This is an optimization exercise on Yosys and OpenROAD, whose aim is small area, a short achievable clock period and few clock cycles, not a production implementation.
The RTL was checked by simulation tests, not by an equivalence proof against the original design.
No activity file was given, so power comes from the tool's default toggle rates.

`design/flow/run.sh`:
```
#!/bin/bash
# synth_recipe.tcl (not shown) runs the flow's synth.tcl, then flattens the netlist and writes it again
# the make line also repeats each setting of config.mk as NAME=value (left out here)
make -C /OpenROAD-flow-scripts/flow DESIGN_CONFIG=/design/flow/config.mk WORK_HOME=/design/flow/orfs CLKGATE_MAP_FILE= SYNTH_SCRIPT=/design/flow/synth_recipe.tcl finish
```
`design/flow/config.mk`:
```
export PLATFORM = sky130hd
export DESIGN_NAME = lm32_top
export DESIGN_NICKNAME = lm32_top
export VERILOG_FILES = /design/flow/design.v
export SDC_FILE = /design/flow/constraint.sdc
export NUM_CORES = 4
export LEC_CHECK = 0
export ABC_CLOCK_PERIOD_IN_PS = 4000
export CAP_MARGIN = 20
export CORE_MARGIN = 2
export CORE_UTILIZATION = 40
export SETUP_SLACK_MARGIN = 5.0
export SLEW_MARGIN = 20
```
`design/flow/constraint.sdc`:
```
create_clock -name core_clock -period 9.0 [get_ports {clk_i}]
set_input_delay 1.8000 -clock core_clock [delete_from_list [all_inputs] [get_ports {clk_i}]]
set_output_delay 1.8000 -clock core_clock [all_outputs]
set_load 0.01 [all_outputs]
```
`design/flow/design.v`:
```
module lm32_top (
    clk_i,
    rst_i,
    interrupt,
    I_DAT_I,
    I_ACK_I,
    I_ERR_I,
    I_RTY_I,
    D_DAT_I,
    D_ACK_I,
    D_ERR_I,
    D_RTY_I,
    I_DAT_O,
    I_ADR_O,
    I_CYC_O,
    I_SEL_O,
    I_STB_O,
    I_WE_O,
    I_CTI_O,
    I_LOCK_O,
    I_BTE_O,
    D_DAT_O,
    D_ADR_O,
    D_CYC_O,
    D_SEL_O,
    D_STB_O,
    D_WE_O,
    D_CTI_O,
    D_LOCK_O,
    D_BTE_O
    );
input clk_i;
input rst_i;
input [31:0] interrupt;
input [31:0] I_DAT_I;
input I_ACK_I;
input I_ERR_I;
input I_RTY_I;
input [31:0] D_DAT_I;
input D_ACK_I;
input D_ERR_I;
input D_RTY_I;
output [31:0] I_DAT_O;
output [31:0] I_ADR_O;
output I_CYC_O;
output [3:0] I_SEL_O;
output I_STB_O;
output I_WE_O;
output [2:0] I_CTI_O;
output I_LOCK_O;
output [1:0] I_BTE_O;
output [31:0] D_DAT_O;
output [31:0] D_ADR_O;
output D_CYC_O;
output [3:0] D_SEL_O;
output D_STB_O;
output D_WE_O;
output [2:0] D_CTI_O;
output D_LOCK_O;
output [1:0] D_BTE_O;
reg boot;                
reg ex;                  
reg [2:0] mc;            
reg [29:0] fpc;          
reg i_req;               
reg i_got;               
reg kill;                
reg kill_irq;            
reg [29:0] epc;          
reg [31:0] ir;           
reg [31:0] opa;          
reg [31:0] opb;          
reg c_sub, c_load, c_store, c_mul, c_we, c_pcsel;
reg c_bcond, c_pred, c_eret, c_wcsr, c_scall;
reg s_csr, s_sext, s_logic, s_cmp, s_shift, s_link;
reg [4:0] c_wa;
reg [1:0] c_size;
reg c_sx;
reg [29:0] c_alt;        
reg [15:0] c_imm;
reg [8:0] c_fn;          
reg d_req;
reg d_ld;
reg [31:0] dadr;
reg [31:0] ddat;
reg [3:0] dsel;
reg dwe;
reg [31:0] p_s, p_c;
reg [31:0] macc;
reg ie, eie;
reg [31:0] im, ip;
reg [23:0] eba;
reg irq_q;
reg [31:0] rf [0:31];
wire i_ack = i_req & I_ACK_I;
wire ld_ack = d_req & D_ACK_I & d_ld;
wire ready = !ex & (mc == 3'd0) & !boot & ((i_ack & !kill) | i_got)
           & !(d_req & d_ld & !D_ACK_I);
wire [31:0] inst = i_got ? ir : I_DAT_I;
reg [31:0] ld_data;
always @(*)
begin
    casez ({c_size, dadr[1:0]})
    4'b0011: ld_data = {{24{c_sx & D_DAT_I[7]}}, D_DAT_I[7:0]};
    4'b0010: ld_data = {{24{c_sx & D_DAT_I[15]}}, D_DAT_I[15:8]};
    4'b0001: ld_data = {{24{c_sx & D_DAT_I[23]}}, D_DAT_I[23:16]};
    4'b0000: ld_data = {{24{c_sx & D_DAT_I[31]}}, D_DAT_I[31:24]};
    4'b111?: ld_data = {{16{c_sx & D_DAT_I[15]}}, D_DAT_I[15:0]};
    4'b110?: ld_data = {{16{c_sx & D_DAT_I[31]}}, D_DAT_I[31:16]};
    default: ld_data = D_DAT_I;
    endcase
end
wire [4:0] ra = inst[25:21];
wire [4:0] rb = inst[20:16];
wire [31:0] va = (ld_ack && c_wa == ra) ? ld_data : rf[ra];
wire [31:0] vb = (ld_ack && c_wa == rb) ? ld_data : rf[rb];
wire [5:0] op = inst[31:26];
wire [4:0] op5 = inst[30:26];
wire d_and   = op5 == 5'h08;
wire d_nor   = op5 == 5'h01;
wire d_or    = op5 == 5'h0e;
wire d_xor   = op5 == 5'h06;
wire d_xnor  = op5 == 5'h09;
wire d_andhi = op == 6'h18;
wire d_orhi  = op == 6'h1e;
wire d_logic = d_and | d_nor | d_or | d_xor | d_xnor | d_andhi | d_orhi;
wire d_cmpu  = (op5 == 5'h1c) | (op5 == 5'h1d);
wire d_cmp   = (op5 == 5'h19) | (op5 == 5'h1a) | (op5 == 5'h1b) | d_cmpu | (op5 == 5'h1f);
wire d_bcond = (op == 6'h11) | (op == 6'h12) | (op == 6'h13) | (op == 6'h14) | (op == 6'h15) | (op == 6'h17);
wire d_bi    = op == 6'h38;
wire d_b     = op == 6'h30;
wire d_call  = op == 6'h36;
wire d_calli = op == 6'h3e;
wire d_bra   = d_b | d_bi | d_bcond;
wire d_shift = (op5 == 5'h0f) | (op5 == 5'h05) | (op5 == 5'h00);
wire d_mul   = op5 == 5'h02;
wire d_sext  = (op == 6'h2c) | (op == 6'h37);
wire d_load  = (op == 6'h04) | (op == 6'h10) | (op == 6'h07) | (op == 6'h0b) | (op == 6'h0a);
wire d_store = (op == 6'h0c) | (op == 6'h03) | (op == 6'h16);
wire d_sub   = op == 6'h32;
wire d_raise = op == 6'h2b;
wire d_scall = d_raise & inst[2];
wire d_rcsr  = op == 6'h24;
wire d_wcsr  = op == 6'h34;
wire d_use_imm = !inst[31] & !d_bra & !d_store;
wire d_sx_imm = !(d_and | d_cmpu | d_nor | d_or | d_xnor | d_xor);
wire [31:0] d_imm = (d_andhi | d_orhi) ? {inst[15:0], 16'h0000}
                                       : {{16{d_sx_imm & inst[15]}}, inst[15:0]};
wire d_wen = !(d_bra | d_raise | d_store | d_wcsr);
wire [4:0] d_wa = (d_call | d_calli) ? 5'd29 : (!inst[31] ? inst[20:16] : inst[15:11]);
wire d_long = d_bi | d_calli;
wire [29:0] d_off = d_long ? {{4{inst[25]}}, inst[25:0]} : {{14{inst[15]}}, inst[15:0]};
wire d_pred = d_bcond & inst[15];
wire [29:0] f_inc = fpc + 30'd1;
wire [29:0] f_tgt = fpc + d_off;
wire [29:0] pred = d_scall ? {eba, 6'b111000}
                 : (d_b | d_call) ? va[31:2]
                 : (d_long | d_pred) ? f_tgt
                 : f_inc;
wire [29:0] d_alt = (d_bcond & !d_pred) ? f_tgt : f_inc;
wire irq_take = ex & irq_q;
wire e_go = ex & (irq_q | !((c_load | c_store) & d_req & !D_ACK_I));
wire [31:0] bx = opb ^ {32{c_sub}};
wire [32:0] sum33 = {opa, 1'b1} + {bx, c_sub};
wire [31:0] sum = sum33[32:1];
wire cmp_eq = opa == opb;
wire cmp_ltu = opa < opb;
wire cmp_lt = (opa[31] != opb[31]) ? opa[31] : cmp_ltu;
reg cond;
always @(*)
begin
    case (c_fn[7:5])
    3'b001:  cond = cmp_eq;
    3'b111:  cond = !cmp_eq;
    3'b010:  cond = !cmp_eq && !cmp_lt;
    3'b011:  cond = !cmp_lt;
    3'b100:  cond = !cmp_ltu;
    3'b101:  cond = !cmp_ltu && !cmp_eq;
    default: cond = 1'b1;
    endcase
end
reg [31:0] logic_r;
integer li;
always @(*)
    for (li = 0; li < 32; li = li + 1)
        logic_r[li] = c_fn[5 + {opb[li], opa[li]}];
wire sh_left = c_fn[8];
wire sh_fill = c_fn[7] & !sh_left & opa[31];
reg [31:0] sh_in, sh_out;
integer si;
always @(*)
    for (si = 0; si < 32; si = si + 1)
        sh_in[si] = sh_left ? opa[31 - si] : opa[si];
wire [31:0] sh_1 = opb[0] ? {sh_fill, sh_in[31:1]} : sh_in;
wire [31:0] sh_2 = opb[1] ? {{2{sh_fill}}, sh_1[31:2]} : sh_1;
wire [31:0] sh_4 = opb[2] ? {{4{sh_fill}}, sh_2[31:4]} : sh_2;
wire [31:0] sh_8 = opb[3] ? {{8{sh_fill}}, sh_4[31:8]} : sh_4;
wire [31:0] sh_r = opb[4] ? {{16{sh_fill}}, sh_8[31:16]} : sh_8;
always @(*)
    for (si = 0; si < 32; si = si + 1)
        sh_out[si] = sh_left ? sh_r[31 - si] : sh_r[si];
wire [31:0] sext_r = (c_size == 2'b00) ? {{24{opa[7]}}, opa[7:0]} : {{16{opa[15]}}, opa[15:0]};
reg [31:0] csr_r;
always @(*)
begin
    case (c_fn[3:0])
    4'h0:    csr_r = {30'd0, eie, ie};
    4'h1:    csr_r = im;
    4'h2:    csr_r = ip;
    4'h6:    csr_r = 32'h0802000d;
    4'h7:    csr_r = {eba, 8'h00};
    default: csr_r = 32'd0;
    endcase
end
wire pcsel = irq_take | c_pcsel;
reg [31:0] e_res;
always @(*)
begin
    if (pcsel)        e_res = {epc, 2'b00};
    else if (s_link)  e_res = {c_alt, 2'b00};
    else if (s_cmp)   e_res = {31'd0, cond};
    else if (s_logic) e_res = logic_r;
    else if (s_shift) e_res = sh_out;
    else if (s_sext)  e_res = sext_r;
    else if (s_csr)   e_res = csr_r;
    else              e_res = sum;
end
wire redirect = irq_take | (c_bcond & (cond != c_pred));
wire [29:0] target = irq_take ? {eba, 6'b110000} : c_alt;
wire mem_go = e_go & (c_load | c_store) & !irq_take;
wire [31:0] addr = opa + {{16{c_imm[15]}}, c_imm};
reg [3:0] sel_c;
always @(*)
begin
    casez ({c_size, addr[1:0]})
    4'b0011: sel_c = 4'b0001;
    4'b0010: sel_c = 4'b0010;
    4'b0001: sel_c = 4'b0100;
    4'b0000: sel_c = 4'b1000;
    4'b111?: sel_c = 4'b0011;
    4'b110?: sel_c = 4'b1100;
    default: sel_c = 4'b1111;
    endcase
end
reg [31:0] st_data;
always @(*)
begin
    case (c_size)
    2'b00:   st_data = {4{opb[7:0]}};
    2'b11:   st_data = {2{opb[15:0]}};
    default: st_data = opb;
    endcase
end
wire [31:0] pr0 = opb[0] ? opa : 32'd0;
wire [31:0] pr1 = opb[1] ? {opa[30:0], 1'b0} : 32'd0;
wire [31:0] pr2 = opb[2] ? {opa[29:0], 2'b0} : 32'd0;
wire [31:0] pr3 = opb[3] ? {opa[28:0], 3'b0} : 32'd0;
wire [31:0] pr4 = opb[4] ? {opa[27:0], 4'b0} : 32'd0;
wire [31:0] pr5 = opb[5] ? {opa[26:0], 5'b0} : 32'd0;
wire [31:0] pr6 = opb[6] ? {opa[25:0], 6'b0} : 32'd0;
wire [31:0] pr7 = opb[7] ? {opa[24:0], 7'b0} : 32'd0;
wire [31:0] sa = pr0 ^ pr1 ^ pr2;
wire [31:0] ca = {((pr0 & pr1) | (pr0 & pr2) | (pr1 & pr2)), 1'b0};
wire [31:0] sb = pr3 ^ pr4 ^ pr5;
wire [31:0] cb = {((pr3 & pr4) | (pr3 & pr5) | (pr4 & pr5)), 1'b0};
wire [31:0] sc = sa ^ ca ^ sb;
wire [31:0] cc = {((sa & ca) | (sa & sb) | (ca & sb)), 1'b0};
wire [31:0] sd = cb ^ pr6 ^ pr7;
wire [31:0] cd = {((cb & pr6) | (cb & pr7) | (pr6 & pr7)), 1'b0};
wire [31:0] se = sc ^ cc ^ sd;
wire [31:0] ce = {((sc & cc) | (sc & sd) | (cc & sd)), 1'b0};
wire [31:0] sf = se ^ ce ^ cd;
wire [31:0] cf = {((se & ce) | (se & cd) | (ce & cd)), 1'b0};
wire [31:0] sg = macc ^ p_s ^ p_c;
wire [31:0] cg = {((macc & p_s) | (macc & p_c) | (p_s & p_c)), 1'b0};
wire [31:0] mres = sg + cg;
wire m_last = mc == 3'd1;
wire rf_we = ld_ack | m_last | (e_go & (irq_take | c_we));
wire [4:0] rf_wa = irq_take ? 5'd30 : c_wa;
wire [31:0] rf_wd = ld_ack ? ld_data : m_last ? mres : e_res;
always @(posedge clk_i)
    if (rf_we)
        rf[rf_wa] <= rf_wd;
always @(posedge clk_i)
begin
    if (rst_i) begin
        boot <= 1'b1;
        ex <= 1'b0;
        mc <= 3'd0;
        fpc <= 30'd0;
        i_req <= 1'b0;
        i_got <= 1'b0;
        kill <= 1'b0;
        d_req <= 1'b0;
    end else begin
        boot <= 1'b0;
        if (boot)
            i_req <= 1'b1;
        if (mc != 3'd0)
            mc <= mc - 3'd1;
        if (i_ack) begin
            i_req <= 1'b0;
            if (kill) begin
                kill <= 1'b0;
                fpc <= kill_irq ? {eba, 6'b110000} : c_alt;
                i_req <= 1'b1;
            end else if (!ready)
                i_got <= 1'b1;
        end
        if (ready) begin
            i_got <= 1'b0;
            fpc <= pred;
            i_req <= 1'b1;
            ex <= 1'b1;
        end
        if (e_go) begin
            ex <= 1'b0;
            if (c_mul & !irq_take)
                mc <= 3'd4;
            if (redirect) begin
                if (i_req & !I_ACK_I) begin
                    kill <= 1'b1;
                    kill_irq <= irq_take;
                end else begin
                    fpc <= target;
                    i_req <= 1'b1;
                    i_got <= 1'b0;
                end
            end
        end
        if (d_req & D_ACK_I)
            d_req <= 1'b0;
        if (mem_go)
            d_req <= 1'b1;
    end
end
always @(posedge clk_i)
begin
    if (i_ack & !kill)
        ir <= I_DAT_I;
    if (ready) begin
        epc <= fpc;
        opa <= va;
        opb <= d_use_imm ? d_imm : vb;
        c_alt <= d_alt;
        c_imm <= inst[15:0];
        c_fn <= inst[29:21];
        c_size <= inst[27:26];
        c_sx <= inst[28];
        c_sub <= d_sub;
        c_load <= d_load;
        c_store <= d_store;
        c_mul <= d_mul;
        c_we <= (d_wen & !d_load & !d_mul) | d_scall;
        c_pcsel <= d_scall;
        c_wa <= d_scall ? 5'd30 : d_wa;
        c_bcond <= d_bcond;
        c_pred <= d_pred;
        c_eret <= d_b & (inst[25:21] == 5'd30);
        c_wcsr <= d_wcsr;
        c_scall <= d_scall;
        s_csr <= d_rcsr;
        s_sext <= d_sext;
        s_logic <= d_logic;
        s_cmp <= d_cmp;
        s_shift <= d_shift;
        s_link <= d_call | d_calli;
    end
    p_s <= sf;
    p_c <= cf;
    if ((ex & c_mul) | (mc != 3'd0)) begin
        macc <= ex ? 32'd0 : mres;
        opa <= {opa[23:0], 8'h00};
        opb <= {8'h00, opb[31:8]};
    end
    if (mem_go) begin
        dadr <= addr;
        dsel <= sel_c;
        dwe <= c_store;
        d_ld <= c_load;
        ddat <= st_data;
    end
end
always @(posedge clk_i)
begin
    if (rst_i) begin
        ie <= 1'b0;
        eie <= 1'b0;
        im <= 32'd0;
        ip <= 32'd0;
        eba <= 24'd0;
        irq_q <= 1'b0;
    end else begin
        ip <= ip | interrupt;
        irq_q <= ie & (|(ip & im));
        if (e_go) begin
            if (irq_take | c_scall) begin
                eie <= ie;
                ie <= 1'b0;
            end else if (c_eret)
                ie <= eie;
            else if (c_wcsr) begin
                case (c_fn[3:0])
                4'h0: begin
                    ie <= opb[0];
                    eie <= opb[1];
                end
                4'h1: im <= opb;
                4'h2: ip <= (ip | interrupt) & ~opb;
                4'h7: eba <= opb[31:8];
                default: ;
                endcase
            end
        end
    end
end
assign I_ADR_O = {fpc, 2'b00};
assign I_CYC_O = i_req;
assign I_STB_O = i_req;
assign I_DAT_O = 32'd0;
assign I_SEL_O = 4'b1111;
assign I_WE_O = 1'b0;
assign I_CTI_O = 3'b111;
assign I_LOCK_O = 1'b0;
assign I_BTE_O = 2'b00;
assign D_ADR_O = dadr;
assign D_SEL_O = dsel;
assign D_WE_O = dwe;
assign D_CYC_O = d_req;
assign D_STB_O = d_req;
assign D_DAT_O = ddat;
assign D_CTI_O = 3'b111;
assign D_LOCK_O = 1'b0;
assign D_BTE_O = 2'b00;
endmodule
```
==> results of run 1 <==
## registers in the layout, indices dropped and copies added, names as in the netlist, 32 cells and up
| register | count |
|---|---|
| p_s | 32 |
| dadr | 32 |
| rf | 1024 |
| opb | 32 |
| opa | 32 |
| ip | 32 |
| im | 32 |
| ddat | 32 |
| ir | 32 |
| macc | 32 |
## what timing repair did
action,4_1_cts,5_1_grt
cloned,76,30
resized for setup,768,329
setup buffers,303,166
pin swaps,152,130
endpoints found under the setup margin,2291,1451
## final cells by class
cell class	count	area share, %
multi-input cells	5789	41.8
flip-flops and latches	1517	38.3
repair buffers	995	10.5
clock buffers	205	4.02
well taps	2992	3.29
inverters	280	1.04
clock inverters	108	1.03
repair inverters	9	0.0803
diodes	14	0.0308
## metrics by stage
| stage | util (%) | hold WS, ps |
|---|---|---|
| 2_1_floorplan | - | 446 |
| 3_3_place_gp | 42.9 | 456 |
| 3_5_place_dp | 42.9 | 467 |
| 4_1_cts | 49.1 | 476 |
| 5_1_grt | 50.7 | 492 |
| 6_report | 50.7 | 473 |
## how the worst min path moves through the flow
stage          startpoint     end  slack, ps  cells past startpoint
4_1_cts            im[29]  im[29]        480                      2
3_5_place_dp       opa[4]  opa[4]        470                      1
5_1_grt            im[24]  im[24]        490                      2
2_1_floorplan       im[1]   im[1]        450                      2
3_3_place_gp        im[3]   im[3]        460                      2
6_report           im[24]  im[24]        470                      2
## kinds of logic after synthesis
kind of cell,Yosys count,synth area share (%)
multiplexers,644,12.7
adder cells (fa/ha/maj),370,6.69
flip-flops,1517,48.3
buffers and inverters,961,4.38
AND/OR/NAND/NOR,2879,14.2
XOR/XNOR,201,1.95
AO/OA/AOI/OAI,1623,11.8
other,2,0.00833
## worst reg2reg max path: stages (launching register included)
cell,delay (ps)
edfxtp_1,350
buf_6,340
inv_1,260
ha_4,640
clkinvlp_4,510
o21ai_4,740
o22ai_1,380
nor2_1,200
nand4_1,160
buf_12,200
buf_12,140
buf_16,130
## power by group through the flow
stage | logic (mW) | registers [mW] | clock network (mW)
global route | 22.7 | 10.0 | 7.54
CTS | 19.5 | 9.99 | 7.27
detailed placement | 15.5 | 10.4 | 0
global placement | 15.3 | 10.4 | 0
finish | 21.8 | 10.0 | 7.25
floorplan | 9.87 | 10.0 | 0
## layout by cell type, fill, tap and decap left out, drive strengths merged, types with 101 or more instances in the layout
cell type / instances
o21ai: 285
clkbuf: 238
clkdlybuf4s50: 170
a21oi: 481
edfxtp: 1312
inv: 276
xnor2: 106
ha: 184
dfxtp: 205
nor2: 413
nand3: 473
and2: 170
mux2i: 199
buf: 744
a211oi: 129
and3: 101
a31oi: 106
nand2: 1441
fa: 186
mux4: 395
## routing by layer
layer | up-vias | track usage [%]
met5 | - | 0
met2 | 6743 | 51.2
met3 | 1708 | 13.5
met4 | 26 | 26.2
li1 | 31618 | -
met1 | 39234 | 43.5
==> results_tabular.tex, run 1 <==
\begin{tabular}{lr}
\hline
Metric & Value \\
\hline
\multicolumn{2}{l}{\textbf{GRT}} \\
Maximum number of pins on one net before global-route repair & 95 \\
Global route total overflow & 0 \\
Antenna violations before repair & 31 \\
Wire length of the first global-routing pass & 574000 µm \\
Total GRT Usage & between 30\% and 40\% \\
Via count of the first global-routing pass & 73402 \\
\multicolumn{2}{l}{\textbf{Logic synthesis}} \\
Cell area after synthesis & 90100 µm² \\
Number of enable-type register cells in the synthesized netlist & 1312 \\
Synth cell count leaders & nand2\_1, edfxtp\_1, a21oi\_1 \\
YS warnings & 1 \\
Instance count of the mapped netlist & 8197 \\
Average cell area after synthesis & $\sim$11 µm² \\
Top-area cell type share of the netlist area & 43.7\% \\
Most common cell in the synthesized netlist & nand2\_1 \\
Number of storage elements in the synthesis netlist & around 1500 \\
Post-synth top flop & edfxtp\_1 \\
Yosys cell types & just over 90 \\
Proportion of synthesized flip-flops having asynchronous set or reset & 0\% \\
Part of the Yosys area used for sequential elements & 48.3\% \\
Dominant cells by area after synthesis & edfxtp\_1, mux4\_2, nand2\_1 \\
Library cell with the largest summed area after synthesis & edfxtp\_1 \\
\multicolumn{2}{l}{\textbf{Setup path}} \\
Cell seen most often among critical-path stages & buf\_4 \\
Number of gates on the worst path with buffers counted & 16 \\
Crit end category & flip-flop \\
Critical register-to-register path endpoint & rf[16][29] \\
Delay-heaviest family, CP & compound AO/OA/AOI/OAI gates \\
Data required time of the critical path & approximately 9700 ps \\
Critical path origin & I\_DAT\_I[13] \\
Endpoint arrival time on the critical path & 5240 ps \\
Buffering stage count on the worst path with inverters included & 5 \\
Worst-path maximum fanout & 5 \\
Critical path, cell by cell & clkdlybuf4s50\_1, mux2\_4, ha\_2, a2111oi\_2, o21ai\_1, a32o\_2, buf\_4, buf\_4, buf\_6, a41oi\_4, o21a\_1, o21ai\_1, xnor2\_1, buf\_4, o21a\_1, o32ai\_2 \\
WS Path Type & primary input to flip-flop \\
Setup slack of the most critical reg-to-reg path & 4740 ps \\
Crit-path max cell delay & 430 ps \\
Cell with the biggest individual delay on the critical path & clkdlybuf4s50\_1 \\
Termination of the worst setup path & fpc[26] \\
R2R Path Start & c\_size[0] \\
Cell count of the worst reg-to-reg path & 11 \\
Startpoint kind of the worst setup timing path & primary input \\
\multicolumn{2}{l}{\textbf{Cells and area}} \\
Final non-filler cell total & 11909 \\
Cell area after layout & $\sim$110000 µm² \\
Share of layout cells above drive strength 1 & 24.3\% \\
Total number of nets in the final design & 9235 \\
Fill cell total of the finished layout & between 15000 and 20000 \\
Footprint of the multi-input gates & between 40000 and 50000 µm² \\
Sequential Area & 43500 µm² \\
Area Overhead vs Synth & 26.3\% \\
\multicolumn{2}{l}{\textbf{Timing}} \\
Number of pins exceeding their max-slew limit in the final report & 0 \\
Endpoints failing setup & 0 \\
Final worst path period need & 4510 ps \\
Fin worst setup slack & 4490 ps \\
Setup repair after global routing missed its margin & true \\
Timing-limited maximum frequency & 222 MHz \\
Setup tns final & 0 ps \\
Slew margin rel. & between 15 and 20\% \\
Count of endpoints failing hold in the final timing report & 0 \\
Clock skew after layout & 59.9 ps \\
Share of the clock period used by the worst path after layout & 50.1\% \\
Worst-Margin Slew & 1260 ps \\
\multicolumn{2}{l}{\textbf{Run}} \\
Number of max-capacitance violations reported & 0 \\
\multicolumn{2}{l}{\textbf{Clocking}} \\
Number of levels the H-tree was split into & 4 \\
Clk slew on worst S/H paths & $\sim$60 ps \\
Clock tree root buffer cell & clkbuf\_16 \\
CTS Hold Buffers Added & 0 \\
Worst-Skew Late Latency & 860 ps \\
Clock tree from TritonCTS & yes \\
Cts bufs inserted & 169 \\
Max Root-Sink Buffers & 3 \\
Clock Sinks & between 1500 and 2000 \\
\multicolumn{2}{l}{\textbf{Die}} \\
I/O pin total & 258 \\
Vert. Die Dim & around 480 µm \\
Effective utilization at floorplan & 40.1\% \\
Die Width & 479 µm \\
Row cnt & 174 \\
Core area & 224000 µm² \\
Overall die area & 229000 µm² \\
\multicolumn{2}{l}{\textbf{Routing}} \\
Wirelength, routed & 431000 µm \\
Detailed-route DRC error count & 0 \\
Via-to-Cell Ratio & 6.66 \\
Length of the first detailed-routing pass in iterations & 7 \\
Met2 Routed Length & 180000 µm \\
Remaining number of nets flagged by the antenna check after routing & 0 \\
Routed WL per cell & between 30 and 40 µm \\
Violation count after the first detailed-routing iteration & between 10000 and 15000 \\
Metal3 WL & 66400 µm \\
Wire length on met1 & 145000 µm \\
Top layer in use & met5 \\
Vias & 79329 \\
\multicolumn{2}{l}{\textbf{Power}} \\
Clock share of power & 18.6\% \\
Leak Pwr & 41.4 nW \\
Pwr Density & 344 nW/µm² \\
Share of power burned in combinational logic & 55.8\% \\
Psw & 17.2 mW \\
Seq pwr share & 25.6\% \\
Switching power as a share of total power & between 40\% and 50\% \\
Total power after layout & 39.1 mW \\
Internal Pwr Total & approximately 22 mW \\
Worst IR drop on VDD & 0.535 mV \\
\multicolumn{2}{l}{\textbf{Placed design}} \\
Placed Cells & roughly 11000 \\
Number of port buffers & 202 \\
Gp weighted congestion & about 1 \\
Pre-CTS setup slack & around 2300 ps \\
HPWL Detailed & 243000 µm \\
Cell area after placement & 96400 µm² \\
\multicolumn{2}{l}{\textbf{Hold path}} \\
Type of the tightest min-delay check & flip-flop to flip-flop \\
\multicolumn{2}{l}{\textbf{Run status}} \\
Status & no timing/DRC/antenna violations \\
\hline
\end{tabular}
Testbench counts, summed over its fixed seeds: cycles 159,743.
==> run 2: changes to the inputs <==
--- a/design/flow/design.v
+++ b/design/flow/design.v
@@ -85,6 +85,11 @@
 reg [31:0] ddat;
 reg [3:0] dsel;
 reg dwe;
+reg [4:0] lrd;           
+reg [1:0] lsz;
+reg lsx;
+reg [31:0] lbuf;         
+reg lbuf_v;
 reg [31:0] p_s, p_c;
 reg [31:0] macc;
 reg ie, eie;
@@ -94,26 +99,24 @@
 reg [31:0] rf [0:31];
 wire i_ack = i_req & I_ACK_I;
 wire ld_ack = d_req & D_ACK_I & d_ld;
-wire ready = !ex & (mc == 3'd0) & !boot & ((i_ack & !kill) | i_got)
-           & !(d_req & d_ld & !D_ACK_I);
 wire [31:0] inst = i_got ? ir : I_DAT_I;
 reg [31:0] ld_data;
 always @(*)
 begin
-    casez ({c_size, dadr[1:0]})
-    4'b0011: ld_data = {{24{c_sx & D_DAT_I[7]}}, D_DAT_I[7:0]};
-    4'b0010: ld_data = {{24{c_sx & D_DAT_I[15]}}, D_DAT_I[15:8]};
-    4'b0001: ld_data = {{24{c_sx & D_DAT_I[23]}}, D_DAT_I[23:16]};
-    4'b0000: ld_data = {{24{c_sx & D_DAT_I[31]}}, D_DAT_I[31:24]};
-    4'b111?: ld_data = {{16{c_sx & D_DAT_I[15]}}, D_DAT_I[15:0]};
-    4'b110?: ld_data = {{16{c_sx & D_DAT_I[31]}}, D_DAT_I[31:16]};
+    casez ({lsz, dadr[1:0]})
+    4'b0011: ld_data = {{24{lsx & D_DAT_I[7]}}, D_DAT_I[7:0]};
+    4'b0010: ld_data = {{24{lsx & D_DAT_I[15]}}, D_DAT_I[15:8]};
+    4'b0001: ld_data = {{24{lsx & D_DAT_I[23]}}, D_DAT_I[23:16]};
+    4'b0000: ld_data = {{24{lsx & D_DAT_I[31]}}, D_DAT_I[31:24]};
+    4'b111?: ld_data = {{16{lsx & D_DAT_I[15]}}, D_DAT_I[15:0]};
+    4'b110?: ld_data = {{16{lsx & D_DAT_I[31]}}, D_DAT_I[31:16]};
     default: ld_data = D_DAT_I;
     endcase
 end
 wire [4:0] ra = inst[25:21];
 wire [4:0] rb = inst[20:16];
-wire [31:0] va = (ld_ack && c_wa == ra) ? ld_data : rf[ra];
-wire [31:0] vb = (ld_ack && c_wa == rb) ? ld_data : rf[rb];
+wire [31:0] va = (ld_ack && lrd == ra) ? ld_data : rf[ra];
+wire [31:0] vb = (ld_ack && lrd == rb) ? ld_data : rf[rb];
 wire [5:0] op = inst[31:26];
 wire [4:0] op5 = inst[30:26];
 wire d_and   = op5 == 5'h08;
@@ -148,18 +151,31 @@
                                        : {{16{d_sx_imm & inst[15]}}, inst[15:0]};
 wire d_wen = !(d_bra | d_raise | d_store | d_wcsr);
 wire [4:0] d_wa = (d_call | d_calli) ? 5'd29 : (!inst[31] ? inst[20:16] : inst[15:11]);
+wire ld_busy = (d_req & d_ld & !D_ACK_I) | lbuf_v;
+wire ld_dep = (inst[25:21] == lrd) | (inst[20:16] == lrd) | (d_wa == lrd);
+wire ready = !ex & (mc == 3'd0) & !boot & ((i_ack & !kill) | i_got)
+           & !(ld_busy & ld_dep);
 wire d_long = d_bi | d_calli;
-wire [29:0] d_off = d_long ? {{4{inst[25]}}, inst[25:0]} : {{14{inst[15]}}, inst[15:0]};
 wire d_pred = d_bcond & inst[15];
 wire [29:0] f_inc = fpc + 30'd1;
-wire [29:0] f_tgt = fpc + d_off;
+wire [16:0] t_lo = {1'b0, fpc[15:0]} + {1'b0, inst[15:0]};
+wire [10:0] t_mid0 = {1'b0, fpc[25:16]} + {1'b0, inst[25:16]};
+wire [10:0] t_mid1 = {1'b0, fpc[25:16]} + {1'b0, inst[25:16]} + 11'd1;
+wire [10:0] t_mid = t_lo[16] ? t_mid1 : t_mid0;
+wire [13:0] h16_p = fpc[29:16] + 14'd1;
+wire [13:0] h16_m = fpc[29:16] - 14'd1;
+wire [13:0] t_h16 = inst[15] ? (t_lo[16] ? fpc[29:16] : h16_m) : (t_lo[16] ? h16_p : fpc[29:16]);
+wire [3:0] h26_p = fpc[29:26] + 4'd1;
+wire [3:0] h26_m = fpc[29:26] - 4'd1;
+wire [3:0] t_h26 = inst[25] ? (t_mid[10] ? fpc[29:26] : h26_m) : (t_mid[10] ? h26_p : fpc[29:26]);
+wire [29:0] f_tgt = d_long ? {t_h26, t_mid[9:0], t_lo[15:0]} : {t_h16, t_lo[15:0]};
 wire [29:0] pred = d_scall ? {eba, 6'b111000}
                  : (d_b | d_call) ? va[31:2]
                  : (d_long | d_pred) ? f_tgt
                  : f_inc;
 wire [29:0] d_alt = (d_bcond & !d_pred) ? f_tgt : f_inc;
-wire irq_take = ex & irq_q;
-wire e_go = ex & (irq_q | !((c_load | c_store) & d_req & !D_ACK_I));
+wire irq_take = ex & irq_q & !(d_req & d_ld) & !lbuf_v;
+wire e_go = ex & (irq_take | !((c_load | c_store) & d_req & !D_ACK_I));
 wire [31:0] bx = opb ^ {32{c_sub}};
 wire [32:0] sum33 = {opa, 1'b1} + {bx, c_sub};
 wire [31:0] sum = sum33[32:1];
@@ -275,9 +291,11 @@
 wire [31:0] cg = {((macc & p_s) | (macc & p_c) | (p_s & p_c)), 1'b0};
 wire [31:0] mres = sg + cg;
 wire m_last = mc == 3'd1;
-wire rf_we = ld_ack | m_last | (e_go & (irq_take | c_we));
-wire [4:0] rf_wa = irq_take ? 5'd30 : c_wa;
-wire [31:0] rf_wd = ld_ack ? ld_data : m_last ? mres : e_res;
+wire e_wr = e_go & (irq_take | c_we);
+wire ld_now = ld_ack & !e_wr & !m_last;
+wire rf_we = lbuf_v | ld_now | m_last | e_wr;
+wire [4:0] rf_wa = (lbuf_v | ld_now) ? lrd : irq_take ? 5'd30 : c_wa;
+wire [31:0] rf_wd = lbuf_v ? lbuf : ld_now ? ld_data : m_last ? mres : e_res;
 always @(posedge clk_i)
     if (rf_we)
         rf[rf_wa] <= rf_wd;
@@ -292,7 +310,9 @@
         i_got <= 1'b0;
         kill <= 1'b0;
         d_req <= 1'b0;
+        lbuf_v <= 1'b0;
     end else begin
+        lbuf_v <= ld_ack & !ld_now;
         boot <= 1'b0;
         if (boot)
             i_req <= 1'b1;
@@ -366,6 +386,8 @@
         s_shift <= d_shift;
         s_link <= d_call | d_calli;
     end
+    if (ld_ack)
+        lbuf <= ld_data;
     p_s <= sf;
     p_c <= cf;
     if ((ex & c_mul) | (mc != 3'd0)) begin
@@ -379,6 +401,9 @@
         dwe <= c_store;
         d_ld <= c_load;
         ddat <= st_data;
+        lrd <= c_wa;
+        lsz <= c_size;
+        lsx <= c_sx;
     end
 end
 always @(posedge clk_i)
--- a/design/flow/config.mk
+++ b/design/flow/config.mk
@@ -11,3 +11,4 @@
 export CORE_UTILIZATION = 40
 export SETUP_SLACK_MARGIN = 5.0
 export SLEW_MARGIN = 20
+export TNS_END_PERCENT = 10
==> results_tabular.tex, run 2 <==
\begin{tabular}{lr}
\hline
Metric & Value \\
\hline
\multicolumn{2}{l}{\textbf{Run status}} \\
Status & no timing/DRC/antenna violations \\
\multicolumn{2}{l}{\textbf{Die}} \\
I/O pin total & 258 \\
Effective utilization at floorplan & between 40\% and 50\% \\
Vert. Die Dim & 485 µm \\
Die Width & 485 µm \\
Overall die area & 236000 µm² \\
Core area & 230000 µm² \\
Row cnt & 176 \\
\multicolumn{2}{l}{\textbf{Cells and area}} \\
Fill cell total of the finished layout & $\sim$20000 \\
Commonest non-fill, non-tap cells in the layout & nand2\_1, edfxtp\_1, a21oi\_1 \\
Biggest register & rf \\
Area Overhead vs Synth & 19.7\% \\
Number of flip-flops in the largest register & slightly above 1000 \\
Total number of nets in the final design & between 9000 and 10000 \\
Commonest non-fill, non-tap cell in the layout & nand2\_1 \\
Final cell utilization of the core & 48.2\% \\
Share of layout cells above drive strength 1 & 18.0\% \\
\multicolumn{2}{l}{\textbf{Timing}} \\
Smallest hold slack & 463 ps \\
Final worst path period need & 4820 ps \\
Timing-limited maximum frequency & 207 MHz \\
Share of the clock period used by the worst path after layout & 53.6\% \\
Clock skew after layout & 49.9 ps \\
Setup tns final & 0 ps \\
Count of endpoints failing hold in the final timing report & 0 \\
Worst-Margin Slew & 1280 ps \\
Fin worst setup slack & roughly 4200 ps \\
Slew margin rel. & 14.0\% \\
Number of pins exceeding their max-slew limit in the final report & 0 \\
Endpoints failing setup & 0 \\
Setup repair after global routing missed its margin & true \\
\multicolumn{2}{l}{\textbf{Logic synthesis}} \\
Instance count of the mapped netlist & 8647 \\
Dominant cells by area after synthesis & edfxtp\_1, mux4\_2, nand2\_1 \\
Most common cell in the synthesized netlist & nand2\_1 \\
Yosys cell types & 102 \\
Cell area after synthesis & 92700 µm² \\
Average cell area after synthesis & 10.7 µm² \\
Number of enable-type register cells in the synthesized netlist & between 1000 and 1500 \\
YS warnings & 1 \\
Part of the Yosys area used for sequential elements & roughly half \\
Post-synth top flop & edfxtp\_1 \\
Proportion of synthesized flip-flops having asynchronous set or reset & 0\% \\
Library cell with the largest summed area after synthesis & edfxtp\_1 \\
Synth cell count leaders & nand2\_1, edfxtp\_1, clkbuf\_1 \\
Number of storage elements in the synthesis netlist & 1558 \\
Top-area cell type share of the netlist area & about 44\% \\
\multicolumn{2}{l}{\textbf{Placed design}} \\
HPWL Detailed & 242000 µm \\
Gp weighted congestion & 1.03 \\
Pre-CTS setup slack & 2010 ps \\
Number of port buffers & 202 \\
\multicolumn{2}{l}{\textbf{GRT}} \\
Antenna violations before repair & 23 \\
Wire length of the first global-routing pass & 555000 µm \\
Via count of the first global-routing pass & 74708 \\
Total GRT Usage & about 33\% \\
Maximum number of pins on one net before global-route repair & between 100 and 150 \\
Global route total overflow & 0 \\
\multicolumn{2}{l}{\textbf{Clocking}} \\
Worst-Skew Late Latency & 860 ps \\
Cts bufs inserted & 172 \\
Max Root-Sink Buffers & 3 \\
Clock tree root buffer cell & clkbuf\_16 \\
Clock tree from TritonCTS & yes \\
Clk slew on worst S/H paths & $\sim$60 ps \\
Number of levels the H-tree was split into & 4 \\
Clock Sinks & 1558 \\
\multicolumn{2}{l}{\textbf{Routing}} \\
Remaining number of nets flagged by the antenna check after routing & 0 \\
Vias & 79255 \\
Length of the first detailed-routing pass in iterations & 9 \\
Via-to-Cell Ratio & 6.54 \\
Routed WL per cell & $\sim$33 µm \\
Detailed-route DRC error count & 0 \\
Wirelength, routed & 404000 µm \\
Violation count after the first detailed-routing iteration & 12435 \\
\multicolumn{2}{l}{\textbf{Setup path}} \\
Crit end category & flip-flop \\
Data required time of the critical path & 9550 ps \\
WS Path Type & primary input to flip-flop \\
Startpoint kind of the worst setup timing path & primary input \\
Endpoint arrival time on the critical path & 5370 ps \\
Worst-path maximum fanout & roughly 110 \\
\multicolumn{2}{l}{\textbf{Hold path}} \\
Type of the tightest min-delay check & flip-flop to flip-flop \\
\multicolumn{2}{l}{\textbf{Power}} \\
Pwr Density & 325 nW/µm² \\
Leak Pwr & 40.2 nW \\
Worst IR drop on VDD & 0.506 mV \\
Total power after layout & about 36 mW \\
\multicolumn{2}{l}{\textbf{Run}} \\
Number of max-capacitance violations reported & 0 \\
\hline
\end{tabular}
==> run 2: cell types whose count changed after synthesis, moves of 48 or more <==
| cell | before | now |
|---|---|---|
| mux4_2 | 395 | 323 |
| and3_1 | 101 | 223 |
| a21oi_1 | 479 | 427 |
| nand3_1 | 472 | 333 |
| nand2_1 | 1441 | 1837 |
| a311oi_1 | 87 | 276 |
| mux2i_1 | 199 | 105 |
| a211oi_1 | 129 | 81 |
==> run 2: routing by layer <==
metal  share of wire [%]  GRT usage (%)
met1                  35           40.4
met4                 8.7           23.0
met2                  43           49.1
met5               0.022              0
met3                  14           10.0
==> run 2: final timing paths <==
kind	slack, ps	depth (start not counted)	startpoint	end
setup / recovery	4180	11	I_DAT_I[17]	opb[12]
hold / removal	460	2	opa[5]	opa[5]
hold reg to reg	460	2	opa[5]	opa[5]
setup reg to reg	4260	11	i_got	opb[12]
==> run 2: cell families after synthesis <==
| group | after synthesis | synth area share (%) |
|---|---|---|
| fa+ha+maj | 374 | 6.56 |
| simple gates | 3244 | 15.5 |
| mux | 486 | 9.88 |
| other cells | 2 | 0.00810 |
| xor+xnor | 220 | 2.08 |
| buf+inv | 1031 | 4.92 |
| flops | 1558 | 48.2 |
| compound gates | 1732 | 12.9 |
==> run 2: power breakdown <==
| part | switching (mW) | total [mW] | internal (mW) | leakage, nW |
|---|---|---|---|---|
| clock network | 3.07 | 7.12 | 4.04 | 2.72 |
| logic | 11.9 | 18.7 | 6.84 | 23.5 |
| registers | 0.471 | 10.2 | 9.75 | 14.0 |
==> run 2: layout make-up <==
| cell class | count | area [µm²] | area share, % |
|---|---|---|---|
| diodes | 7 | 17.5 | 0.0158 |
| clock buffers | 225 | 4710 | 4.25 |
| clock inverters | 86 | 877 | 0.790 |
| inverters | 300 | 1280 | 1.15 |
| multi-input cells | 6120 | 46400 | 41.8 |
| flip-flops and latches | 1558 | 44700 | 40.3 |
| well taps | 3026 | 3790 | 3.41 |
| repair buffers | 789 | 8930 | 8.05 |
| repair inverters | 12 | 191 | 0.173 |
==> run 2: stage by stage <==
| stage | instances | instance area (µm²) |
|---|---|---|
| after floorplan | 8696 | 93200 |
| after global placement | 11456 | 98300 |
| after detailed placement | 11457 | 98300 |
| after CTS | 12013 | 109000 |
| after global routing | 12118 | 111000 |
| final | 12123 | 111000 |
==> run 2: timing repair <==
action	CTS	global route
resized for setup	439	172
pin swaps	102	69
buffers inserted	199	77
endpoints found under the hold margin	0	0
cloned	46	24
setup endpoints to repair	2420	2338
hold buffers	0	0
==> run 2: worst max-delay path, cell delays in order <==
cell and delay, ps:
buf_2 130, mux2i_4 190, buf_12 160, buf_4 210
buf_12 420, and3_1 270, a311oi_1 60, o311ai_0 790
a311oi_1 320, a311oi_1 720, a21oi_1 90
Testbench counts of run 2, summed over its fixed seeds: cycles 153,383.
==> run 3: changes to the inputs <==
--- a/design/flow/design.v
+++ b/design/flow/design.v
@@ -88,8 +88,7 @@
 reg [4:0] lrd;           
 reg [1:0] lsz;
 reg lsx;
-reg [31:0] lbuf;         
-reg lbuf_v;
+reg lbuf_v;              
 reg [31:0] p_s, p_c;
 reg [31:0] macc;
 reg ie, eie;
@@ -153,8 +152,8 @@
 wire [4:0] d_wa = (d_call | d_calli) ? 5'd29 : (!inst[31] ? inst[20:16] : inst[15:11]);
 wire ld_busy = (d_req & d_ld & !D_ACK_I) | lbuf_v;
 wire ld_dep = (inst[25:21] == lrd) | (inst[20:16] == lrd) | (d_wa == lrd);
-wire ready = !ex & (mc == 3'd0) & !boot & ((i_ack & !kill) | i_got)
-           & !(ld_busy & ld_dep);
+wire ready_b = !ex & (mc == 3'd0) & !boot & ((i_ack & !kill) | i_got);
+wire ready = ready_b & !(ld_busy & ld_dep);
 wire d_long = d_bi | d_calli;
 wire d_pred = d_bcond & inst[15];
 wire [29:0] f_inc = fpc + 30'd1;
@@ -291,11 +290,11 @@
 wire [31:0] cg = {((macc & p_s) | (macc & p_c) | (p_s & p_c)), 1'b0};
 wire [31:0] mres = sg + cg;
 wire m_last = mc == 3'd1;
-wire e_wr = e_go & (irq_take | c_we);
+wire e_wr = ex & (irq_take | c_we);
 wire ld_now = ld_ack & !e_wr & !m_last;
 wire rf_we = lbuf_v | ld_now | m_last | e_wr;
 wire [4:0] rf_wa = (lbuf_v | ld_now) ? lrd : irq_take ? 5'd30 : c_wa;
-wire [31:0] rf_wd = lbuf_v ? lbuf : ld_now ? ld_data : m_last ? mres : e_res;
+wire [31:0] rf_wd = lbuf_v ? ddat : ld_now ? ld_data : m_last ? macc : e_res;
 always @(posedge clk_i)
     if (rf_we)
         rf[rf_wa] <= rf_wd;
@@ -333,10 +332,11 @@
             i_req <= 1'b1;
             ex <= 1'b1;
         end
-        if (e_go) begin
+        if (e_go)
             ex <= 1'b0;
+        if (ex) begin
             if (c_mul & !irq_take)
-                mc <= 3'd4;
+                mc <= 3'd5;
             if (redirect) begin
                 if (i_req & !I_ACK_I) begin
                     kill <= 1'b1;
@@ -358,7 +358,7 @@
 begin
     if (i_ack & !kill)
         ir <= I_DAT_I;
-    if (ready) begin
+    if (ready_b) begin
         epc <= fpc;
         opa <= va;
         opb <= d_use_imm ? d_imm : vb;
@@ -386,8 +386,8 @@
         s_shift <= d_shift;
         s_link <= d_call | d_calli;
     end
-    if (ld_ack)
-        lbuf <= ld_data;
+    if (ld_ack & !ld_now)
+        ddat <= ld_data;
     p_s <= sf;
     p_c <= cf;
     if ((ex & c_mul) | (mc != 3'd0)) begin
@@ -418,7 +418,7 @@
     end else begin
         ip <= ip | interrupt;
         irq_q <= ie & (|(ip & im));
-        if (e_go) begin
+        if (ex) begin
             if (irq_take | c_scall) begin
                 eie <= ie;
                 ie <= 1'b0;
==> results_tabular.tex, run 3 <==
\begin{tabular}{lr}
\hline
Metric & Value \\
\hline
\multicolumn{2}{l}{\textbf{Run status}} \\
Status & no timing/DRC/antenna violations \\
\multicolumn{2}{l}{\textbf{Routing}} \\
Length of the first detailed-routing pass in iterations & 8 \\
Violation count after the first detailed-routing iteration & 14703 \\
Remaining number of nets flagged by the antenna check after routing & 0 \\
Wirelength, routed & 462000 µm \\
Detailed-route DRC error count & 0 \\
Vias & 88417 \\
Routed WL per cell & between 30 and 40 µm \\
Via-to-Cell Ratio & approximately 6.7 \\
\multicolumn{2}{l}{\textbf{Timing}} \\
Count of endpoints failing hold in the final timing report & 0 \\
Slew margin rel. & 11.2\% \\
Final worst path period need & around 4500 ps \\
Setup tns final & 0 ps \\
Worst-Margin Slew & approximately 1300 ps \\
Timing-limited maximum frequency & 223 MHz \\
Setup repair after global routing missed its margin & true \\
Share of the clock period used by the worst path after layout & 49.9\% \\
Clock skew after layout & 65.1 ps \\
Endpoints failing setup & 0 \\
Number of pins exceeding their max-slew limit in the final report & 0 \\
\multicolumn{2}{l}{\textbf{Clocking}} \\
Clock tree from TritonCTS & yes \\
Clk slew on worst S/H paths & approximately 70 ps \\
Clock tree root buffer cell & clkbuf\_16 \\
Max Root-Sink Buffers & 3 \\
Cts bufs inserted & 174 \\
Worst-Skew Late Latency & $\sim$900 ps \\
Number of levels the H-tree was split into & 4 \\
Clock Sinks & between 1500 and 2000 \\
\multicolumn{2}{l}{\textbf{Setup path}} \\
Cell seen most often among critical-path stages & buf\_4 \\
Worst-path maximum fanout & 45 \\
WS Path Type & flip-flop to flip-flop \\
Crit end category & flip-flop \\
Crit-path max cell delay & 900 ps \\
Endpoint arrival time on the critical path & $\sim$5200 ps \\
Critical path, cell by cell & clkinv\_1, buf\_4, nand4\_1, buf\_4, inv\_1, nor2\_4, buf\_4, nor2\_1, o21ai\_0, nor2\_1, o311a\_1, a211oi\_4, buf\_12, buf\_16 \\
Cell with the biggest individual delay on the critical path & o21ai\_0 \\
Data required time of the critical path & 9710 ps \\
Startpoint kind of the worst setup timing path & flip-flop \\
Delay-heaviest family, CP & buffers and inverters \\
Buffering stage count on the worst path with inverters included & 7 \\
\multicolumn{2}{l}{\textbf{Cells and area}} \\
Commonest non-fill, non-tap cell in the layout & nand2\_1 \\
Number of flip-flops in the largest register & approximately 1000 \\
Fill cell total of the finished layout & 20686 \\
Sequential Area & 43800 µm² \\
Commonest non-fill, non-tap cells in the layout & nand2\_1, edfxtp\_1, nand3\_1 \\
Total number of nets in the final design & 10525 \\
Area Overhead vs Synth & 22.0\% \\
Footprint of the multi-input gates & approximately 48000 µm² \\
Biggest register & rf \\
Cell area after layout & 114000 µm² \\
Share of layout cells above drive strength 1 & 15.4\% \\
\multicolumn{2}{l}{\textbf{Logic synthesis}} \\
Top-area cell type share of the netlist area & 42.6\% \\
Number of enable-type register cells in the synthesized netlist & roughly 1300 \\
Synth cell count leaders & nand2\_1, edfxtp\_1, nand3\_1 \\
Dominant cells by area after synthesis & edfxtp\_1, nand2\_1, nand3\_1 \\
Cell area after synthesis & 93000 µm² \\
Proportion of synthesized flip-flops having asynchronous set or reset & 0\% \\
Number of storage elements in the synthesis netlist & 1526 \\
Average cell area after synthesis & between 9 and 10 µm² \\
Most common cell in the synthesized netlist & nand2\_1 \\
Part of the Yosys area used for sequential elements & 47.0\% \\
YS warnings & 1 \\
Instance count of the mapped netlist & 9713 \\
Yosys cell types & 107 \\
Library cell with the largest summed area after synthesis & edfxtp\_1 \\
Post-synth top flop & edfxtp\_1 \\
\multicolumn{2}{l}{\textbf{Power}} \\
Leak Pwr & 42.6 nW \\
Worst IR drop on VDD & roughly 0.18 mV \\
Pwr Density & approximately 300 nW/µm² \\
\multicolumn{2}{l}{\textbf{Placed design}} \\
Gp weighted congestion & about 1.0 \\
Cell area after placement & slightly below 100000 µm² \\
Number of port buffers & 202 \\
HPWL Detailed & between 200000 and 300000 µm \\
\multicolumn{2}{l}{\textbf{Hold path}} \\
Type of the tightest min-delay check & flip-flop to flip-flop \\
\multicolumn{2}{l}{\textbf{Run}} \\
Number of max-capacitance violations reported & 0 \\
\multicolumn{2}{l}{\textbf{GRT}} \\
Maximum number of pins on one net before global-route repair & approximately 120 \\
Total GRT Usage & 37.7\% \\
Antenna violations before repair & 34 \\
Met1 GRT Util & 46.5\% \\
Global route total overflow & 0 \\
Via count of the first global-routing pass & roughly 82000 \\
GR met2 Demand/Resource & 53.7\% \\
GRT Max-Usage Layer & met2 \\
Routing usage on met3 & 13.1\% \\
Wire length of the first global-routing pass & 633000 µm \\
\multicolumn{2}{l}{\textbf{Die}} \\
Vert. Die Dim & 486 µm \\
Row cnt & 177 \\
Overall die area & 236000 µm² \\
I/O pin total & $\sim$260 \\
Core area & 232000 µm² \\
Effective utilization at floorplan & between 40\% and 50\% \\
Die Width & 486 µm \\
\hline
\end{tabular}
run 3: cell count changes after synthesis, sizes merged, moves of 35 or more:
cell and delta:
nand3 +523, nand2 +537, o21ai -35, a311oi +42
mux4 -225, buf +47, mux2i +111
run 3: path summary, 6_finish.rpt:
kind / start / endpoint / slack [ps] / depth (start not counted)
worst max-delay path: lbuf_v / rf[6][23] / 4510 / 14
worst min register to register: c_wa[1] / lrd[1] / 470 / 0
worst min-delay path: c_wa[1] / lrd[1] / 470 / 0
worst max register to register: lbuf_v / rf[6][23] / 4510 / 14
run 3: where the power goes:
part           internal, mW  total, mW  switching, mW
combinational          6.28       17.1           10.8
clock                  4.04       7.20           3.16
sequential             9.24       9.79          0.543
run 3: cells by family (layout without fill, tap and decap cells):
group	count (synthesis)	in the layout	synth area share [%]
AND/OR/NAND/NOR	4301	4304	20.3
flip-flops	1526	1526	47.0
AO/OA/AOI/OAI	1822	1827	13.7
buffers and inverters	1117	1532	5.06
adder cells (fa/ha/maj)	374	374	6.54
XOR/XNOR	201	201	1.91
other	2	74	0.00807
multiplexers	370	370	5.44
run 3: final cells by class:
class	instances	area share, %
repair inverters	16	0.126
multi-input cells	7127	42.2
clock inverters	91	0.845
clock buffers	222	4.12
diodes	23	0.0507
flip-flops and latches	1526	38.6
inverters	305	1.16
well taps	3043	3.35
repair buffers	898	9.57
run 3: timing repair:
action | 4_1_cts | 5_1_grt
setup buffers | 282 | 35
cloned | 69 | 14
pin swaps | 163 | 54
hold buffers | 0 | 0
setup endpoints to repair | 2357 | 1982
resized for setup | 737 | 129
run 3: worst reg2reg max path: cells and delay by family, from the launching register on:
family	cells	cell delay [ps]
compound gates	3	1440
buf+inv	7	1730
flops	1	340
simple gates	4	760
run 3: per-layer routing:
metal	vias to the layer above	part of all wire (%)
met1	43139	34
met3	1925	15
met4	28	10
met2	7355	41
li1	35970	-
met5	-	0.084
run 3: stage by stage:
step	hold slack [ps]	util, %	std cells	setup WS (ps)	power, mW
floorplan	421	-	9762	3880	18.8
global placement	441	42.7	12509	2380	23.9
detailed placement	450	42.8	12514	2360	24.0
CTS	467	48.4	13178	4690	33.0
global route	481	48.9	13229	4460	35.4
finish	467	49.0	13251	4510	34.1
Testbench counts of run 3, summed over its fixed seeds: cycles 154,606.
==> run 4: changes to the inputs <==
--- a/design/flow/design.v
+++ b/design/flow/design.v
@@ -72,6 +72,7 @@
 reg [31:0] opb;          
 reg c_sub, c_load, c_store, c_mul, c_we, c_pcsel;
 reg c_bcond, c_pred, c_eret, c_wcsr, c_scall;
+reg c_breg;              
 reg s_csr, s_sext, s_logic, s_cmp, s_shift, s_link;
 reg [4:0] c_wa;
 reg [1:0] c_size;
@@ -89,8 +90,7 @@
 reg [1:0] lsz;
 reg lsx;
 reg lbuf_v;              
-reg [31:0] p_s, p_c;
-reg [31:0] macc;
+reg [31:0] ms, mcy;
 reg ie, eie;
 reg [31:0] im, ip;
 reg [23:0] eba;
@@ -114,8 +114,8 @@
 end
 wire [4:0] ra = inst[25:21];
 wire [4:0] rb = inst[20:16];
-wire [31:0] va = (ld_ack && lrd == ra) ? ld_data : rf[ra];
-wire [31:0] vb = (ld_ack && lrd == rb) ? ld_data : rf[rb];
+wire [31:0] va = rf[ra];
+wire [31:0] vb = rf[rb];
 wire [5:0] op = inst[31:26];
 wire [4:0] op5 = inst[30:26];
 wire d_and   = op5 == 5'h08;
@@ -150,7 +150,7 @@
                                        : {{16{d_sx_imm & inst[15]}}, inst[15:0]};
 wire d_wen = !(d_bra | d_raise | d_store | d_wcsr);
 wire [4:0] d_wa = (d_call | d_calli) ? 5'd29 : (!inst[31] ? inst[20:16] : inst[15:11]);
-wire ld_busy = (d_req & d_ld & !D_ACK_I) | lbuf_v;
+wire ld_busy = (d_req & d_ld) | lbuf_v;
 wire ld_dep = (inst[25:21] == lrd) | (inst[20:16] == lrd) | (d_wa == lrd);
 wire ready_b = !ex & (mc == 3'd0) & !boot & ((i_ack & !kill) | i_got);
 wire ready = ready_b & !(ld_busy & ld_dep);
@@ -169,7 +169,6 @@
 wire [3:0] t_h26 = inst[25] ? (t_mid[10] ? fpc[29:26] : h26_m) : (t_mid[10] ? h26_p : fpc[29:26]);
 wire [29:0] f_tgt = d_long ? {t_h26, t_mid[9:0], t_lo[15:0]} : {t_h16, t_lo[15:0]};
 wire [29:0] pred = d_scall ? {eba, 6'b111000}
-                 : (d_b | d_call) ? va[31:2]
                  : (d_long | d_pred) ? f_tgt
                  : f_inc;
 wire [29:0] d_alt = (d_bcond & !d_pred) ? f_tgt : f_inc;
@@ -274,27 +273,31 @@
 wire [31:0] pr5 = opb[5] ? {opa[26:0], 5'b0} : 32'd0;
 wire [31:0] pr6 = opb[6] ? {opa[25:0], 6'b0} : 32'd0;
 wire [31:0] pr7 = opb[7] ? {opa[24:0], 7'b0} : 32'd0;
-wire [31:0] sa = pr0 ^ pr1 ^ pr2;
-wire [31:0] ca = {((pr0 & pr1) | (pr0 & pr2) | (pr1 & pr2)), 1'b0};
-wire [31:0] sb = pr3 ^ pr4 ^ pr5;
-wire [31:0] cb = {((pr3 & pr4) | (pr3 & pr5) | (pr4 & pr5)), 1'b0};
-wire [31:0] sc = sa ^ ca ^ sb;
-wire [31:0] cc = {((sa & ca) | (sa & sb) | (ca & sb)), 1'b0};
-wire [31:0] sd = cb ^ pr6 ^ pr7;
-wire [31:0] cd = {((cb & pr6) | (cb & pr7) | (pr6 & pr7)), 1'b0};
-wire [31:0] se = sc ^ cc ^ sd;
-wire [31:0] ce = {((sc & cc) | (sc & sd) | (cc & sd)), 1'b0};
-wire [31:0] sf = se ^ ce ^ cd;
-wire [31:0] cf = {((se & ce) | (se & cd) | (ce & cd)), 1'b0};
-wire [31:0] sg = macc ^ p_s ^ p_c;
-wire [31:0] cg = {((macc & p_s) | (macc & p_c) | (p_s & p_c)), 1'b0};
-wire [31:0] mres = sg + cg;
+wire [31:0] as = ex ? 32'd0 : ms;
+wire [31:0] ac = ex ? 32'd0 : mcy;
+wire [31:0] l1a_s = pr0 ^ pr1 ^ pr2;
+wire [31:0] l1a_c = {((pr0 & pr1) | (pr0 & pr2) | (pr1 & pr2)), 1'b0};
+wire [31:0] l1b_s = pr3 ^ pr4 ^ pr5;
+wire [31:0] l1b_c = {((pr3 & pr4) | (pr3 & pr5) | (pr4 & pr5)), 1'b0};
+wire [31:0] l1c_s = pr6 ^ pr7 ^ as;
+wire [31:0] l1c_c = {((pr6 & pr7) | (pr6 & as) | (pr7 & as)), 1'b0};
+wire [31:0] l2a_s = l1a_s ^ l1a_c ^ l1b_s;
+wire [31:0] l2a_c = {((l1a_s & l1a_c) | (l1a_s & l1b_s) | (l1a_c & l1b_s)), 1'b0};
+wire [31:0] l2b_s = l1b_c ^ l1c_s ^ l1c_c;
+wire [31:0] l2b_c = {((l1b_c & l1c_s) | (l1b_c & l1c_c) | (l1c_s & l1c_c)), 1'b0};
+wire [31:0] l3_s = l2a_s ^ l2a_c ^ l2b_s;
+wire [31:0] l3_c = {((l2a_s & l2a_c) | (l2a_s & l2b_s) | (l2a_c & l2b_s)), 1'b0};
+wire [31:0] l4_s = l3_s ^ l3_c ^ l2b_c;
+wire [31:0] l4_c = {((l3_s & l3_c) | (l3_s & l2b_c) | (l3_c & l2b_c)), 1'b0};
+wire [31:0] l5_s = l4_s ^ l4_c ^ ac;
+wire [31:0] l5_c = {((l4_s & l4_c) | (l4_s & ac) | (l4_c & ac)), 1'b0};
+wire [31:0] mres = ms + mcy;
 wire m_last = mc == 3'd1;
 wire e_wr = ex & (irq_take | c_we);
 wire ld_now = ld_ack & !e_wr & !m_last;
 wire rf_we = lbuf_v | ld_now | m_last | e_wr;
 wire [4:0] rf_wa = (lbuf_v | ld_now) ? lrd : irq_take ? 5'd30 : c_wa;
-wire [31:0] rf_wd = lbuf_v ? ddat : ld_now ? ld_data : m_last ? macc : e_res;
+wire [31:0] rf_wd = lbuf_v ? ddat : ld_now ? ld_data : m_last ? mres : e_res;
 always @(posedge clk_i)
     if (rf_we)
         rf[rf_wa] <= rf_wd;
@@ -334,9 +337,11 @@
         end
         if (e_go)
             ex <= 1'b0;
+        if (ex & c_breg)
+            fpc <= opa[31:2];
         if (ex) begin
             if (c_mul & !irq_take)
-                mc <= 3'd5;
+                mc <= 3'd4;
             if (redirect) begin
                 if (i_req & !I_ACK_I) begin
                     kill <= 1'b1;
@@ -375,6 +380,7 @@
         c_pcsel <= d_scall;
         c_wa <= d_scall ? 5'd30 : d_wa;
         c_bcond <= d_bcond;
+        c_breg <= d_b | d_call;
         c_pred <= d_pred;
         c_eret <= d_b & (inst[25:21] == 5'd30);
         c_wcsr <= d_wcsr;
@@ -388,10 +394,9 @@
     end
     if (ld_ack & !ld_now)
         ddat <= ld_data;
-    p_s <= sf;
-    p_c <= cf;
     if ((ex & c_mul) | (mc != 3'd0)) begin
-        macc <= ex ? 32'd0 : mres;
+        ms <= l5_s;
+        mcy <= l5_c;
         opa <= {opa[23:0], 8'h00};
         opb <= {8'h00, opb[31:8]};
     end
@@ -439,7 +444,7 @@
         end
     end
 end
-assign I_ADR_O = {fpc, 2'b00};
+assign I_ADR_O = {(ex & c_breg) ? opa[31:2] : fpc, 2'b00};
 assign I_CYC_O = i_req;
 assign I_STB_O = i_req;
 assign I_DAT_O = 32'd0;
--- a/design/flow/config.mk
+++ b/design/flow/config.mk
@@ -5,6 +5,7 @@
 export SDC_FILE = /design/flow/constraint.sdc
 export NUM_CORES = 4
 export LEC_CHECK = 0
+export ABC_AREA = 1
 export ABC_CLOCK_PERIOD_IN_PS = 4000
 export CAP_MARGIN = 20
 export CORE_MARGIN = 2
==> results_tabular.tex, run 4 <==
\begin{tabular}{lr}
\hline
Metric & Value \\
\hline
\multicolumn{2}{l}{\textbf{Run status}} \\
Status & no timing/DRC/antenna violations \\
\multicolumn{2}{l}{\textbf{Timing}} \\
Setup tns final & 0 ps \\
Count of endpoints failing hold in the final timing report & 0 \\
Final worst path period need & 4320 ps \\
Slew margin rel. & 7.94\% \\
Number of pins exceeding their max-slew limit in the final report & 0 \\
Smallest hold slack & 450 ps \\
Clock skew after layout & slightly above 50 ps \\
Share of the clock period used by the worst path after layout & 48.0\% \\
Endpoints failing setup & 0 \\
Worst-Margin Slew & 1380 ps \\
Setup repair after global routing missed its margin & true \\
\multicolumn{2}{l}{\textbf{Clocking}} \\
Number of levels the H-tree was split into & 4 \\
Clock Sinks & 1497 \\
Max Root-Sink Buffers & 3 \\
Clock tree from TritonCTS & yes \\
CTS Hold Buffers Added & 0 \\
Cts bufs inserted & 170 \\
Worst-Skew Late Latency & 860 ps \\
Clk slew on worst S/H paths & approximately 60 ps \\
Clock tree root buffer cell & clkbuf\_16 \\
\multicolumn{2}{l}{\textbf{Power}} \\
Worst IR drop on VDD & 0.335 mV \\
Pwr Density & around 340 nW/µm² \\
Total power after layout & $\sim$37 mW \\
Leak Pwr & roughly 43 nW \\
Switching power as a share of total power & a little under half \\
Clock share of power & 18.8\% \\
Internal Pwr Total & about 21 mW \\
Psw & around 17 mW \\
Share of power burned in combinational logic & 53.8\% \\
\multicolumn{2}{l}{\textbf{Routing}} \\
Remaining number of nets flagged by the antenna check after routing & 0 \\
Via-to-Cell Ratio & 6.23 \\
Routed WL per cell & 30.2 µm \\
Vias & 90084 \\
Detailed-route DRC error count & 0 \\
Length of the first detailed-routing pass in iterations & 8 \\
Violation count after the first detailed-routing iteration & 13692 \\
Wirelength, routed & between 400000 and 500000 µm \\
\multicolumn{2}{l}{\textbf{Die}} \\
Row cnt & 177 \\
I/O pin total & 258 \\
Overall die area & 239000 µm² \\
Die Width & $\sim$500 µm \\
Vert. Die Dim & 489 µm \\
Effective utilization at floorplan & 40.3\% \\
Core area & roughly 230000 µm² \\
\multicolumn{2}{l}{\textbf{Logic synthesis}} \\
Number of storage elements in the synthesis netlist & 1497 \\
Area share of fa/ha/maj cells after synthesis & 7.08\% \\
Post-synth top flop & edfxtp\_1 \\
Proportion of synthesized flip-flops having asynchronous set or reset & 0\% \\
Part of the Yosys area used for sequential elements & 46.3\% \\
YS warnings & 1 \\
Library cell with the largest summed area after synthesis & edfxtp\_1 \\
Yosys cell types & 67 \\
Dominant cells by area after synthesis & edfxtp\_1, nand2\_1, o21ai\_0 \\
Cell area after synthesis & 93900 µm² \\
Number of enable-type register cells in the synthesized netlist & approximately 1400 \\
Top-area cell type share of the netlist area & 43.2\% \\
Post-Synth XOR/XNOR Area & around 1.6\% \\
Fraction of synthesized area in multiplexers & 0.0213\% \\
Fraction of the mapped netlist area in simple logic gates & 16.8\% \\
Average cell area after synthesis & 8.49 µm² \\
Synthesized-area fraction occupied by ao, oa, aoi and oai cells & 20.2\% \\
\multicolumn{2}{l}{\textbf{Hold path}} \\
Worst hold stages & 0 \\
Hold path startpoint & c\_load \\
Worst hold path endpoint & d\_ld \\
Type of the tightest min-delay check & flip-flop to flip-flop \\
\multicolumn{2}{l}{\textbf{Cells and area}} \\
Cell area after layout & 110000 µm² \\
Commonest non-fill, non-tap cells in the layout & nand2\_1, edfxtp\_1, o21ai\_0 \\
Final cell utilization of the core & between 40\% and 50\% \\
Share of layout cells above drive strength 1 & 10.9\% \\
Commonest non-fill, non-tap cell in the layout & nand2\_1 \\
Final non-filler cell total & 14450 \\
Biggest register & rf \\
Total number of nets in the final design & 11673 \\
Fill cell total of the finished layout & 21952 \\
\multicolumn{2}{l}{\textbf{GRT}} \\
Via count of the first global-routing pass & 84040 \\
Wire length of the first global-routing pass & 603000 µm \\
Global route total overflow & 0 \\
Total GRT Usage & a little over a third \\
Antenna violations before repair & 19 \\
\multicolumn{2}{l}{\textbf{Setup path}} \\
Worst-path maximum fanout & 16 \\
Critical path, cell by cell & clkdlybuf4s50\_1, nand2\_1, o21ai\_0, o21ai\_0, a21oi\_4, a21oi\_1, o21ai\_0, o21ai\_4, nand2\_2 \\
Buffering stage count on the worst path with inverters included & 1 \\
Data required time of the critical path & 9500 ps \\
Critical path origin & D\_DAT\_I[23] \\
Startpoint kind of the worst setup timing path & primary input \\
WS Path Type & primary input to flip-flop \\
Critical register-to-register path endpoint & rf[15][10] \\
Crit-path max cell delay & 800 ps \\
Delay-heaviest family, CP & compound AO/OA/AOI/OAI gates \\
Crit end category & flip-flop \\
Cell with the biggest individual delay on the critical path & a21oi\_1 \\
R2R Path Start & c\_sub \\
Endpoint arrival time on the critical path & a little under 5000 ps \\
Cell count of the worst reg-to-reg path & 20 \\
\multicolumn{2}{l}{\textbf{Placed design}} \\
Pre-CTS setup slack & $\sim$2100 ps \\
HPWL Detailed & roughly 270000 µm \\
Gp weighted congestion & 1.03 \\
Cell area after placement & 98700 µm² \\
Number of port buffers & 202 \\
Placed Cells & 13823 \\
\multicolumn{2}{l}{\textbf{Run}} \\
Number of max-capacitance violations reported & 0 \\
\hline
\end{tabular}
run 4: routing by layer:
layer | global-route usage [%] | vias to the layer above | share of wire [%]
li1 | - | 38614 | -
met1 | 43.2 | 43438 | 35
met5 | 0 | - | 0.035
met4 | 26.2 | 8 | 8.8
met3 | 9.01 | 1555 | 13
met2 | 52.6 | 6469 | 43
run 4: worst register-to-register path, delay by kind of cell, from the launching register on:
kind | cells | cell delay, ps
compound gates | 7 | 1500
simple gates | 7 | 930
buf+inv | 3 | 550
flops | 1 | 490
fa+ha+maj | 1 | 340
xor+xnor | 2 | 220
run 4: cell type report:
class	count	area (µm²)	area share [%]
multi-input combinational	7762	45500	41.3
sequential	1497	43500	39.4
timing repair buffer	693	7470	6.77
clock buffer	221	4590	4.16
inverter	1033	4210	3.82
tap	3132	3920	3.55
clock inverter	92	931	0.844
timing repair inverter	10	82.6	0.0749
antenna	10	25.0	0.0227
run 4: worst max-delay path by stage:
stage	endpoint	cells past startpoint
finish	rf[9][19]	9
floorplan	fpc[29]	27
global placement	fpc[29]	26
detailed placement	fpc[28]	25
CTS	rf[16][30]	24
global route	rf[17][30]	25
run 4: cell families (layout without fill, tap and decap cells):
logic type / Yosys count / count (layout)
multiplexers: 2 / 2
AO/OA/AOI/OAI: 3236 / 3237
other: 2 / 61
AND/OR/NAND/NOR: 3878 / 3897
adder cells (fa/ha/maj): 402 / 402
flip-flops: 1497 / 1497
XOR/XNOR: 173 / 173
buffers and inverters: 1868 / 2049
run 4: what timing repair did:
action	in CTS	in global routing
pin swaps	89	30
cloned	32	18
endpoints found under the setup margin	2397	2254
setup buffers	214	40
gates resized for setup	668	189
run 4: power by group through the flow:
stage | sequential, mW | combinational (mW) | clock [mW]
finish | 10.3 | 20.2 | 7.06
global route | 10.3 | 21.9 | 7.34
CTS | 10.3 | 19.1 | 7.08
detailed placement | 10.5 | 17.8 | 0
global placement | 10.5 | 17.4 | 0
floorplan | 10.3 | 11.4 | 0
Testbench counts of run 4, summed over its fixed seeds: cycles 153,737.

Re-timed with assumed drivers on the ports (clkbuf_16 on the clock, buf_2 on other inputs), run 4 has 4.687 ns of setup slack against 4.677 ns with ideal ports, and 3.818 ns once port delays also move by the mid clock arrival of 0.933 ns.
